This design comes from an exercise in tuning for small area on the open sky130 flow, not from production work. The RTL was checked by simulation tests, not by an equivalence proof against the original design. The flow treats the clock pin as an ideal source, which a real chip does not have. No activity file was given, so power comes from the tool's default toggle rates.

Setup of job 2004:
==> flow/design.v <==
`timescale 1ns / 1ps
module basic_uart_transmitter(
    input                   clk,
    input                   rst,
    input                   tx_wr_ev,
    input       [7 :0]      tx_dat,
    input       [15:0]      divisor,
    input       [1 :0]      stop_bit_num,
    input                   trans_bit_order,
    output                  tx_dat_ser,
    output                  tx_done_ev,
    output                  tx_ready
    );
    localparam P_IDLE  = 4'b0110;
    localparam P_START = 4'b0111;
    localparam P_DONE  = 4'b0000;
    localparam P_STOP1 = 4'b0001;
    reg [3 :0]  ph;
    reg [15:0]  cnt;
    reg [7 :0]  vault;
    wire idle = (ph == P_IDLE);
    wire done = (ph == P_DONE);
    wire term = (cnt == 16'd1);
    wire stop = ~ph[3] & ~idle & ~done & (ph != P_START);
    always @(posedge clk) begin
        if (idle)
            vault <= tx_dat;
        if (idle | term)
            cnt <= divisor;
        else
            cnt <= cnt - 1'b1;
    end
    always @(posedge clk or posedge rst) begin
        if (rst)
            ph <= P_IDLE;
        else if (idle) begin
            if (tx_wr_ev)
                ph <= P_START;
        end else if (done)
            ph <= P_STOP1;
        else if (term) begin
            if (stop & (ph[1:0] == stop_bit_num))
                ph <= P_IDLE;
            else
                ph <= ph + 1'b1;
        end
    end
    assign tx_ready   = idle;
    assign tx_done_ev = done;
    assign tx_dat_ser = ph[3] ? vault[ph[2:0] ^ {3{trans_bit_order}}] : (ph != P_START);
endmodule
`timescale 1ns / 1ps
module basic_uart_receiver
(
    input                        clk,
    input                        rst,
    input                        rx_dat_ser,
    input         [15:0]         divisor,
    input                        rec_bit_order,
    output reg    [7:0]          rx_dat,
    output reg                   rx_dat_ev
);
    localparam R_IDLE = 4'b0110;
    localparam R_S1   = 4'b0111;
    localparam R_T1   = 4'b0000;
    localparam R_T2   = 4'b0001;
    reg             rx_d0;
    reg             rx_d1;
    reg     [3 :0]  ph;
    reg     [15:0]  cnt;
    reg     [7 :0]  rx_bits;
    wire idle = (ph == R_IDLE);
    wire half = (ph[2:0] == 3'b000);
    wire z    = (cnt[15:2] == 14'd0);
    wire term = ph[3] ? (ph[2:0] == 3'b000 ? z & ~cnt[1]
                                           : z & ~cnt[1] & cnt[0])
                      : (ph == R_T1 ? z & (cnt[1] ^ cnt[0]) :
                         ph == R_T2 ? z & cnt[1] & ~cnt[0]
                                    : z & ~cnt[1] & cnt[0]);
    always@(posedge clk or posedge rst) begin
        if(rst) begin
            rx_d0 <= 1'b1;
            rx_d1 <= 1'b1;
        end else begin
            rx_d0 <= rx_dat_ser;
            rx_d1 <= rx_d0;
        end
    end
    always @(posedge clk) begin
        if (idle | term)
            cnt <= divisor;
        else if (half)
            cnt <= {cnt[15:1] - 1'b1, cnt[0]};
        else
            cnt <= cnt - 1'b1;
        if (ph[3] & term)
            rx_bits[ph[2:0] ^ {3{rec_bit_order}}] <= rx_d1;
    end
    always @(posedge clk or posedge rst) begin
        if (rst) begin
            ph        <= R_IDLE;
            rx_dat    <= 8'b0;
            rx_dat_ev <= 1'b0;
        end else begin
            rx_dat_ev <= (ph == R_T1) & term;
            if ((ph == R_T1) & term)
                rx_dat <= rx_bits;
            if (idle) begin
                if (~rx_d1)
                    ph <= R_S1;
            end else if (term) begin
                if (ph == R_T2)
                    ph <= R_IDLE;
                else
                    ph <= ph + 1'b1;
            end
        end
    end
endmodule
`timescale 1ns / 1ps
module basic_uart_transceiver(
    input                   clk,
    input                   rst,
    input                   tx_wr_ev,
    input                   rx_dat_ser,
	input       [15:0]      divisor,      
    input       [7 :0]      tx_dat,
	input                   trans_bit_order,
	input       [1 :0]      trans_stop_bit_num,
	input                   rec_bit_order,
    output      [7 :0]      rx_dat, 
    output                  tx_dat_ser,
    output                  rx_dat_ev,
    output                  tx_done_ev,
    output                  tx_ready
    );
    basic_uart_transmitter uart_transmitter_i(
                     .clk(clk),
                     .rst(rst),
                     .tx_wr_ev(tx_wr_ev),
                     .tx_dat(tx_dat),
					 .divisor(divisor),
					 .stop_bit_num(trans_stop_bit_num),
					 .trans_bit_order(trans_bit_order),
                     .tx_dat_ser(tx_dat_ser),
                     .tx_done_ev(tx_done_ev),
                     .tx_ready(tx_ready));
    basic_uart_receiver uart_receiver_i(
                  .clk(clk),
                  .rst(rst),
                  .rx_dat_ser(rx_dat_ser),
			      .rec_bit_order(rec_bit_order),
			      .divisor(divisor),
                  .rx_dat(rx_dat), 
                  .rx_dat_ev(rx_dat_ev));
endmodule
export LEC_CHECK = 0
export CAP_MARGIN = 20
export CORE_MARGIN = 2
export CORE_UTILIZATION = 70
export SLEW_MARGIN = 20
create_clock -name core_clock -period 6.0 [get_ports {clk}]
standard.sh (not shown) runs the stock make flow with config.mk's settings and CLKGATE_MAP_FILE= SYNTH_SCRIPT=/design/flow/synth_recipe.tcl, a recipe that flattens the netlist after the stock synthesis.
==> flow/flow/run.sh <==
#!/bin/bash
# Own layout flow: the standard flow (standard.sh) with area-oriented knobs:
#  - synthesis: the standard flow's script, but ABC maps for area (flow/synth.tcl, flow/area.abc)
#  - port buffers: sky130_fd_sc_hd__buf_1
#  - CTS: no dummy loads, small clock buffers
#  - after CTS: downsizing of cells with spare slack (flow/post_cts.tcl)
# Each tool's output goes to the ORFS logs under orfs/logs; make's to make_flow.log.
set -euo pipefail
W=$PWD
cp config.mk config_own.mk
cat >> config_own.mk <<EOC
export OWN_ABC_SCRIPT = $W/flow/area.abc
export BUFFER_PORTS_ARGS = -buffer_cell sky130_fd_sc_hd__buf_1
export CTS_ARGS = -sink_clustering_enable -repair_clock_nets -dont_use_dummy_load -buf_list {sky130_fd_sc_hd__clkbuf_4} -root_buf sky130_fd_sc_hd__clkbuf_8
export POST_CTS_TCL = $W/flow/post_cts.tcl
EOC
sed -e "s|DESIGN_CONFIG=[^ ]*|DESIGN_CONFIG=$W/config_own.mk|" \
    -e "s|SYNTH_SCRIPT=[^ ]*|SYNTH_SCRIPT=$W/flow/synth.tcl|" standard.sh > standard_own.sh
grep -q "SYNTH_SCRIPT=$W/flow/synth.tcl" standard_own.sh
bash standard_own.sh > make_flow.log 2>&1
==> flow/flow/area.abc <==
strash
&get -n
&st
&dch
&nf -R 1000 -p
&put
topo
==> flow/flow/post_cts.tcl <==
# Downsize cells that have slack to spare; the global-route step's repair_design
# that follows fixes any slew or capacitance this leaves.
log_cmd repair_timing -recover_power 100
==> flow/flow/synth.tcl <==
# The standard synthesis script (synth_recipe.tcl), with one change: ABC maps the
# logic with area.abc (area-oriented mapping, no buffering or upsizing) instead of
# ORFS's speed script. Registers are mapped before ABC runs, so they are unchanged.
proc synth {args} { yosys synth -nofsm -noshare {*}$args }
proc abc {args} {
  set i [lsearch $args -script]
  if { $i >= 0 } { lset args [expr {$i+1}] $::env(OWN_ABC_SCRIPT) }
  yosys abc {*}$args
}
source $::env(SCRIPTS_DIR)/synth.tcl
# left out here: clear keep_hierarchy, flatten, clean up, hide names made inside functions, write 1_2_yosys.v
### job 2004 -> job 2944
Settings: CORE_UTILIZATION: 70 -> 40.
--- a/flow/flow/run.sh
+++ b/flow/flow/run.sh
@@ -12,5 +12,5 @@
 export OWN_ABC_SCRIPT = $W/flow/area.abc
 export BUFFER_PORTS_ARGS = -buffer_cell sky130_fd_sc_hd__buf_1
-export CTS_ARGS = -sink_clustering_enable -repair_clock_nets -dont_use_dummy_load -buf_list {sky130_fd_sc_hd__clkbuf_4} -root_buf sky130_fd_sc_hd__clkbuf_8
+export CTS_ARGS = -sink_clustering_enable -repair_clock_nets -dont_use_dummy_load -buf_list {sky130_fd_sc_hd__clkbuf_4} -sink_clustering_size 25 -sink_clustering_max_diameter 100
 export POST_CTS_TCL = $W/flow/post_cts.tcl
 EOC
==> run notes <==
- No stage failed in job 2944, and the final checks on the layout all came back clean.
- Utilization job 2004 -> job 2944: down
- Reported for job 2004 and job 2944, flip-flop and latch count turned out identical to the last digit.
- met3 track utilization from global routing was higher in job 2004 than in job 2944.
- Relative to job 2004, job 2944 improves setup slack on the worst flop-to-flop path.
diff inputs: job 2944 => job 7988
==> flow/run.sh (new file) <==
#!/bin/bash
# synth_recipe.tcl (not shown) runs the flow's synth.tcl, then flattens the netlist and writes it again
# the make line also repeats each setting of config.mk as NAME=value (left out here)
make -C /OpenROAD-flow-scripts/flow DESIGN_CONFIG=/design/flow/config.mk WORK_HOME=/design/flow/orfs CLKGATE_MAP_FILE= SYNTH_SCRIPT=/design/flow/synth_recipe.tcl finish
removed: flow/flow/run.sh
removed: flow/flow/area.abc
removed: flow/flow/post_cts.tcl
removed: flow/flow/synth.tcl
removed: flow/standard.sh
==> run notes <==
Every run in the comparison, job 2944 and job 7988, completed the flow with a clean layout.
Combinational power is higher on job 7988
Diff job 2944 -> job 7988 | post-detailed-routing wire length | increase of 20%
Compared with job 2944, job 7988 degrades register-to-register slack.
Relative to job 2944, the synthesized cell count of job 7988 is higher by 21.
Overall global routing resource usage, job 2944 and job 7988, higher one = job 7988.
Job 7988 vs job 2944 — count of clock-net buffers in the final layout rose 5.
Compared job 7988 vs job 2944, and final core utilization is up in job 7988.
Input changes introduced in job 4212 (baseline for comparison: job 7988):
==> flow/flow/run.sh (new file) <==
#!/bin/bash
# Own layout flow: the standard flow (standard.sh) with area-oriented knobs:
#  - synthesis: the standard flow's script, but ABC maps for area (flow/synth.tcl, flow/area.abc)
#  - port buffers: sky130_fd_sc_hd__buf_1
#  - CTS: no dummy loads, small clock buffers
#  - after CTS: downsizing of cells with spare slack (flow/post_cts.tcl)
# Each tool's output goes to the ORFS logs under orfs/logs; make's to make_flow.log.
set -euo pipefail
W=$PWD
cp config.mk config_own.mk
cat >> config_own.mk <<EOC
export OWN_ABC_SCRIPT = $W/flow/area.abc
export BUFFER_PORTS_ARGS = -buffer_cell sky130_fd_sc_hd__buf_1
export CTS_ARGS = -sink_clustering_enable -repair_clock_nets -dont_use_dummy_load -buf_list {sky130_fd_sc_hd__clkbuf_2 sky130_fd_sc_hd__clkbuf_4} -sink_clustering_size 30 -sink_clustering_max_diameter 200
export POST_CTS_TCL = $W/flow/post_cts.tcl
EOC
sed -e "s|DESIGN_CONFIG=[^ ]*|DESIGN_CONFIG=$W/config_own.mk|" \
    -e "s|SYNTH_SCRIPT=[^ ]*|SYNTH_SCRIPT=$W/flow/synth.tcl|" standard.sh > standard_own.sh
grep -q "SYNTH_SCRIPT=$W/flow/synth.tcl" standard_own.sh
bash standard_own.sh > make_flow.log 2>&1
==> flow/flow/area.abc (new file) <==
strash
&get -n
&st
&dch
&nf -R 1000 -p
&put
topo
==> flow/flow/post_cts.tcl (new file) <==
# Downsize cells that have slack to spare; the global-route step's repair_design
# that follows fixes any slew or capacitance this leaves.
log_cmd repair_timing -recover_power 100
==> flow/flow/synth.tcl (new file) <==
# The standard synthesis script (synth_recipe.tcl), with one change: ABC maps the
# logic with area.abc (area-oriented mapping, no buffering or upsizing) instead of
# ORFS's speed script. Registers are mapped before ABC runs, so they are unchanged.
proc synth {args} { yosys synth -nofsm -noshare {*}$args }
proc abc {args} {
  set i [lsearch $args -script]
  if { $i >= 0 } { lset args [expr {$i+1}] $::env(OWN_ABC_SCRIPT) }
  yosys abc {*}$args
}
source $::env(SCRIPTS_DIR)/synth.tcl
# left out here: clear keep_hierarchy, flatten, clean up, hide names made inside functions, write 1_2_yosys.v
==> flow/standard.sh (new file) <==
#!/bin/bash
# synth_recipe.tcl (not shown) runs the flow's synth.tcl, then flattens the netlist and writes it again
# the make line also repeats each setting of config.mk as NAME=value (left out here)
make -C /OpenROAD-flow-scripts/flow DESIGN_CONFIG=/design/flow/config.mk WORK_HOME=/design/flow/orfs CLKGATE_MAP_FILE= SYNTH_SCRIPT=/design/flow/synth_recipe.tcl "${@:-finish}"
removed: flow/run.sh
Findings:
| transition time at the pin with the least slew margin | higher: job 7988 |
Compared with job 7988, in job 4212 portion of the clock cycle consumed by the worst path in the final layout went down by 11 points, synthesized cell count went down by 5.6%, proportion of power drawn by the clock network went up by 6.8 points.

## separate check: timing with driven ports
In the flow no input, the clock included, has a driving cell. The finished layouts below were timed again as built, in two steps.
Step 1 assumes that a clkbuf_16 drives the clock port and a buf_2 every other input.
Step 2 times the ports against the registers' clock, not the clock port: input delays grow and output delays shrink by t, the midpoint of the rising clock arrivals with the driver on.
Three values: ideal ports, drivers, drivers and shift; two values: the first two.
run | t (ns) | setup WS [ns] | worst hold slack (ns) | cell pins on the clock port's net
job 2004 | 0.370 | 2.101 / 2.080 / 2.080 | 0.355 / 0.355 / 0.355 | 1
job 2944 | 0.421 | 2.131 / 2.108 / 2.108 | 0.357 / 0.357 / 0.357 | 1
job 7988 | 0.372 | 1.447 / 1.421 / 1.421 | 0.356 / 0.356 / 0.356 | 1
job 4212 | 0.421 | 2.131 / 2.108 / 2.108 | 0.357 / 0.357 / 0.357 | 1
After both steps setup and hold are still met in every run listed. For job 7988, which loses most, drivers alone change the setup slack by -0.026 ns; drivers and shift together by -0.026 ns.
